Background: an optimization exercise with open tools, aiming at small area, a short achievable clock period and few clock cycles per item. Do not read the settings as production practice. RTL that was checked went through simulation tests only; none was proved equivalent to the original.

==> trial 52: inputs <==
// mult_top
module mult_top (
    input  logic        clock,
    input  logic        reset,
    input  logic        in_valid,
    input  logic [31:0] in_rs1,
    input  logic [31:0] in_rs2,
    input  logic [5:0]  in_dest,
    input  logic [3:0]  in_bm,
    input  logic [2:0]  in_func,
    output logic        fu_free,
    input  logic [3:0]  b_mm_resolve,
    input  logic        b_mm_mispred,
    input  logic        cdb_gnt,
    output logic        out_valid,
    output logic [31:0] out_result,
    output logic [5:0]  out_dest
);
Settings: LEC_CHECK=0, CAP_MARGIN=20, CORE_MARGIN=2, CORE_UTILIZATION=50, CTS_BUF_LIST=sky130_fd_sc_hd__clkbuf_4 sky130_fd_sc_hd__clkbuf_8, PLACE_DENSITY=0.65, SETUP_SLACK_MARGIN=1.7, SLEW_MARGIN=20, SYNTH_HIERARCHICAL=1, SYNTH_MINIMUM_KEEP_SIZE=0; clock period 6.5 ns.
standard.sh (not shown) runs the stock make flow with config.mk's settings and CLKGATE_MAP_FILE= SYNTH_SCRIPT=/design/flow/synth_recipe.tcl, a recipe that flattens the netlist after the stock synthesis.
==> flow/flow/run.sh <==
#!/bin/bash
# The standard layout (standard.sh) with two changes to how it is made:
# the input and output ports get plain buf_2 buffers (buffer_ports would
# otherwise pick a delay cell), and clock-tree synthesis inserts no dummy
# loads.  The full make output goes to standard.log in the work folder.
set -euo pipefail
export BUFFER_PORTS_ARGS="-buffer_cell sky130_fd_sc_hd__buf_2"
export CTS_ARGS="-sink_clustering_enable -repair_clock_nets -dont_use_dummy_load -buf_list {sky130_fd_sc_hd__clkbuf_4 sky130_fd_sc_hd__clkbuf_8}"
bash standard.sh > standard.log 2>&1
==> build 15 (differences from trial 52) <==
- SETUP_SLACK_MARGIN: 1.7 -> 1.5
==> results.txt <==
In synthesized cell count, build 15 and trial 52 do not differ.
Count of clock-buffer cells in the layout is the same in build 15 and trial 52.
In trial 52 the clock skew is higher than in build 15, by 0.017 ns.
In build 15 the register-to-register slack is lower than in trial 52, by 0.18 ns.
In sequential cell count, build 15 and trial 52 do not differ.
Global-route usage: trial 52 is higher than build 15 (0.34 points).
Synthesized area is the same in trial 52 and build 15.
Core utilization: trial 52 is higher than build 15 (3.4 points).
Sequential share of layout area: trial 52 is lower than build 15 (0.62 points).
==> figures <==
Status: build 15 no timing/DRC/antenna violations; trial 52 no timing/DRC/antenna violations
Area Growth Syn to Fin: build 15 17.1%; trial 52 23.8%
Fraction of standard cell area in multi-input logic: build 15 76.4%; trial 52 74.9%
Number of filler instances in the final layout: build 15 5,116; trial 52 4,953
Worst Path Buf+Inv: build 15 2; trial 52 3
Routability congestion estimate from global placement: build 15 1.00; trial 52 0.992
Met3 WL: build 15 11,200 microns; trial 52 10,800 microns
Cell area reported after detailed placement: build 15 0.0335 sq mm; trial 52 0.0336 sq mm
Most frequent standard cell in the layout excluding fill and tap cells: build 15 sky130_fd_sc_hd__xor2_1; trial 52 sky130_fd_sc_hd__a22o_1
Cell count along the critical path: build 15 12; trial 52 13
Antenna violations before repair: build 15 6; trial 52 4
Final-stage net count: build 15 3,764; trial 52 3,819
Gr usage total: build 15 35.5%; trial 52 35.8%
Max Freq: build 15 200 MHz; trial 52 203 MHz
Final non-clock buffer share: build 15 7.86%; trial 52 10.2%
Terminus of the critical flop-to-flop path: build 15 t_q[34]; trial 52 t_q[50]
Testbench counts of trial 52, summed over its fixed seeds: cycles 6,414, items 4,800.
Testbench counts of build 15, summed over its fixed seeds: cycles 6,414, items 4,800.

========
==> run M: inputs <==
Another version of the RTL of mult_top (not shown whole).
Settings: LEC_CHECK=0, CAP_MARGIN=20, CORE_MARGIN=2, CORE_UTILIZATION=65, CTS_BUF_LIST=sky130_fd_sc_hd__clkbuf_4 sky130_fd_sc_hd__clkbuf_8, PLACE_DENSITY=0.75, SLEW_MARGIN=20, SYNTH_HIERARCHICAL=1, SYNTH_MINIMUM_KEEP_SIZE=0; clock period 6.5 ns.
run.sh (not shown) runs the stock make flow with config.mk's settings and CLKGATE_MAP_FILE= SYNTH_SCRIPT=/design/flow/synth_recipe.tcl, a recipe that flattens the netlist after the stock synthesis.
Stock flow here: none of the scripts above is used.
==> inputs of run R, as changes to run M <==
- CORE_UTILIZATION: 65 -> 55
- PLACE_DENSITY: 0.75 -> 0.7
- SETUP_SLACK_MARGIN: default -> 1.2
==> comparison table <==
	run R	run M
Largest stage delay on the critical path	590 ps	610 ps
Final weighted congestion in routability-driven placement	0.995	0.993
Clock network area share	2.43%	2.53%
Count of inserted tapcells	782	680
Critical Path Slowest Stage Cell	fa_2	ha_1
Non-Clock Buffer Count	291	250
Post-route standard cell area excluding fillers	0.0404 mm^2	0.0379 mm^2
Met3 routed wirelength	16300 um	17800 um
Final cycle utilization of the critical path	84.3%	96.9%
Status	no timing/DRC/antenna violations	no timing/DRC/antenna violations
Place WS	837 ps	850 ps
Post-synthesis to final-layout area growth	19.5%	12.2%
Multi-input gate share of total cell area	70.3%	69.3%
Setup repair after global routing missed its margin	yes	no
No run of this note included a check of the RTL's function; only the layout flow was run.

========
==> job 7455: inputs <==
Another version of the RTL of mult_top (not shown whole).
Design mult_top, start of the top module:
module mult_top (
    input  logic        clock,
    input  logic        reset,
    input  logic        in_valid,
    input  logic [31:0] in_rs1,
    input  logic [31:0] in_rs2,
    input  logic [5:0]  in_dest,
    input  logic [3:0]  in_bm,
    input  logic [2:0]  in_func,
    output logic        fu_free,
    input  logic [3:0]  b_mm_resolve,
    input  logic        b_mm_mispred,
    input  logic        cdb_gnt,
    output logic        out_valid,
    output logic [31:0] out_result,
    output logic [5:0]  out_dest
);
Settings: LEC_CHECK=0, CAP_MARGIN=20, CORE_MARGIN=2, CORE_UTILIZATION=50, CTS_BUF_LIST=sky130_fd_sc_hd__clkbuf_4 sky130_fd_sc_hd__clkbuf_8, PLACE_DENSITY=0.65, SETUP_SLACK_MARGIN=1.5, SLEW_MARGIN=20, SYNTH_HIERARCHICAL=1, SYNTH_MINIMUM_KEEP_SIZE=0, TNS_END_PERCENT=0; clock period 6.5 ns.
standard.sh (not shown) runs the stock make flow with config.mk's settings and CLKGATE_MAP_FILE= SYNTH_SCRIPT=/design/flow/synth_recipe.tcl, a recipe that flattens the netlist after the stock synthesis.
Scripts as last shown in full above: flow/flow/run.sh
==> job 8004 (differences from job 7455) <==
--- a/flow/design.v
+++ b/flow/design.v
@@ -45,27 +45,23 @@
 module mult_gi (input logic g1, p1, g0, output logic g);
     assign g = ~(g1 & (p1 | g0));
 endmodule
 module mult_and (input logic a, b, output logic y);
     assign y = a & b;
 endmodule
-module mult_sgn (input logic [1:0] f, input logic s, output logic y);
-    assign y = ~(f[1] & f[0]) & s;
-endmodule
 module mult_pre (
     input  logic [31:0] rs1,
     input  logic [31:0] rs2,
     input  logic [1:0]  func,    
     output logic [123:0] t
 );
     logic [34:0] ax, bx;
-    logic sa0, sa1, sb;
-    mult_sgn g_sa0 (.f(func), .s(rs1[31]), .y(sa0));
-    mult_sgn g_sa1 (.f(func), .s(rs1[31]), .y(sa1));
+    logic sa, sb;
+    assign sa = ~(func[1] & func[0]) & rs1[31];
     assign sb = ~func[1] & rs2[31];
-    assign ax = {sa1, sa0, rs1, 1'b0};
+    assign ax = {sa, sa, rs1, 1'b0};
     assign bx = {sb, sb, rs2, 1'b0};
     logic u;         
     assign u = func[1] & rs2[31];
     logic [15:0] one, two;
     mult_benc e0 (.b2(bx[2]), .b1(bx[1]), .b0(bx[0]), .one(one[0]), .two(two[0]));
     mult_benc e1 (.b2(bx[4]), .b1(bx[3]), .b0(bx[2]), .one(one[1]), .two(two[1]));
==> flow/config.mk (replaced) <==
export PLATFORM = sky130hd
export DESIGN_NAME = mult_top
export DESIGN_NICKNAME = mult_top
export VERILOG_FILES = /design/flow/design.v
export SDC_FILE = /design/flow/constraint.sdc
export NUM_CORES = 4
export LEC_CHECK = 0
export CAP_MARGIN = 0
export CORE_MARGIN = 2
export CORE_UTILIZATION = 50
export CTS_BUF_LIST = sky130_fd_sc_hd__clkbuf_4 sky130_fd_sc_hd__clkbuf_8
export PLACE_DENSITY = 0.65
export SETUP_SLACK_MARGIN = 1.5
export SLEW_MARGIN = 0
export SYNTH_HIERARCHICAL = 1
export SYNTH_MINIMUM_KEEP_SIZE = 0
export TNS_END_PERCENT = 0
==> results.txt <==
	job 7455	job 8004
Outcome	finished clean	finished clean
Overall global routing resource usage	35.9%	36.1%
Routed length on met3	11700 um	11900 um
Placed Instance Area	0.0313 sq mm	0.0311 sq mm
Overall die area	0.0584 sq mm	0.0584 sq mm
Number of instances in the placed design	3415	3394
Number of non-clock buffers	291	261
Fmax	192 MHz	194 MHz
Count of multi-input gates	2246	2241
Mean area per synthesized cell	11.7 sq um	11.7 sq um
Multiplexer share of the synthesized area	0.0798%	0.0798%
Met2 Wirelength	47700 um	48300 um
ClkCell Share	0.710%	0.717%
Multi-input gate area	0.0253 sq mm	0.0252 sq mm
Sum of routed wire length over all layers	106000 um	106000 um
Compound-cell area share of the yosys netlist	23.3%	23.3%
Detailed-route via count	23500	23300
Worst reg-to-reg setup slack	4.25 ns	4.20 ns
Testbench counts of job 8004, summed over its fixed seeds: cycles 6,414, items 4,800.
The RTL of job 7455 was laid out without a check of its function.

## what the ideal ports hide
In the flow no input, the clock included, has a driving cell. The finished layouts below were timed again as built, in two steps.
Step 1: set_driving_cell puts a clkbuf_16 on clock and a buf_2 on each other input, an assumption about the parent block.
Step 2 times the ports against the registers' clock, not the clock port: input delays grow and output delays shrink by t, the midpoint of the rising clock arrivals with the driver on.
a / b / c = ideal / step 1 / step 2; a / b = the first two.
run | t (ns) | setup slack, ns | worst slew at a driven data input, ns
trial 52 | 0.514 | 1.571 / 1.543 / 1.029 | 0.15
build 15 | 0.518 | 1.495 / 1.496 / 0.978 | 0.11
run M | 0.694 | 0.200 / 0.147 / 0.641 | 0.10
run R | 0.698 | 1.019 / 0.956 / 0.681 | 0.09
job 7455 | 0.512 | 1.281 / 1.231 / 0.718 | 0.13
job 8004 | 0.505 | 1.335 / 1.250 / 0.745 | 0.14
After both steps every run listed still meets setup and hold. The setup slack of job 8004, which loses most, moves by -0.085 ns with the drivers and by -0.590 ns with both steps.
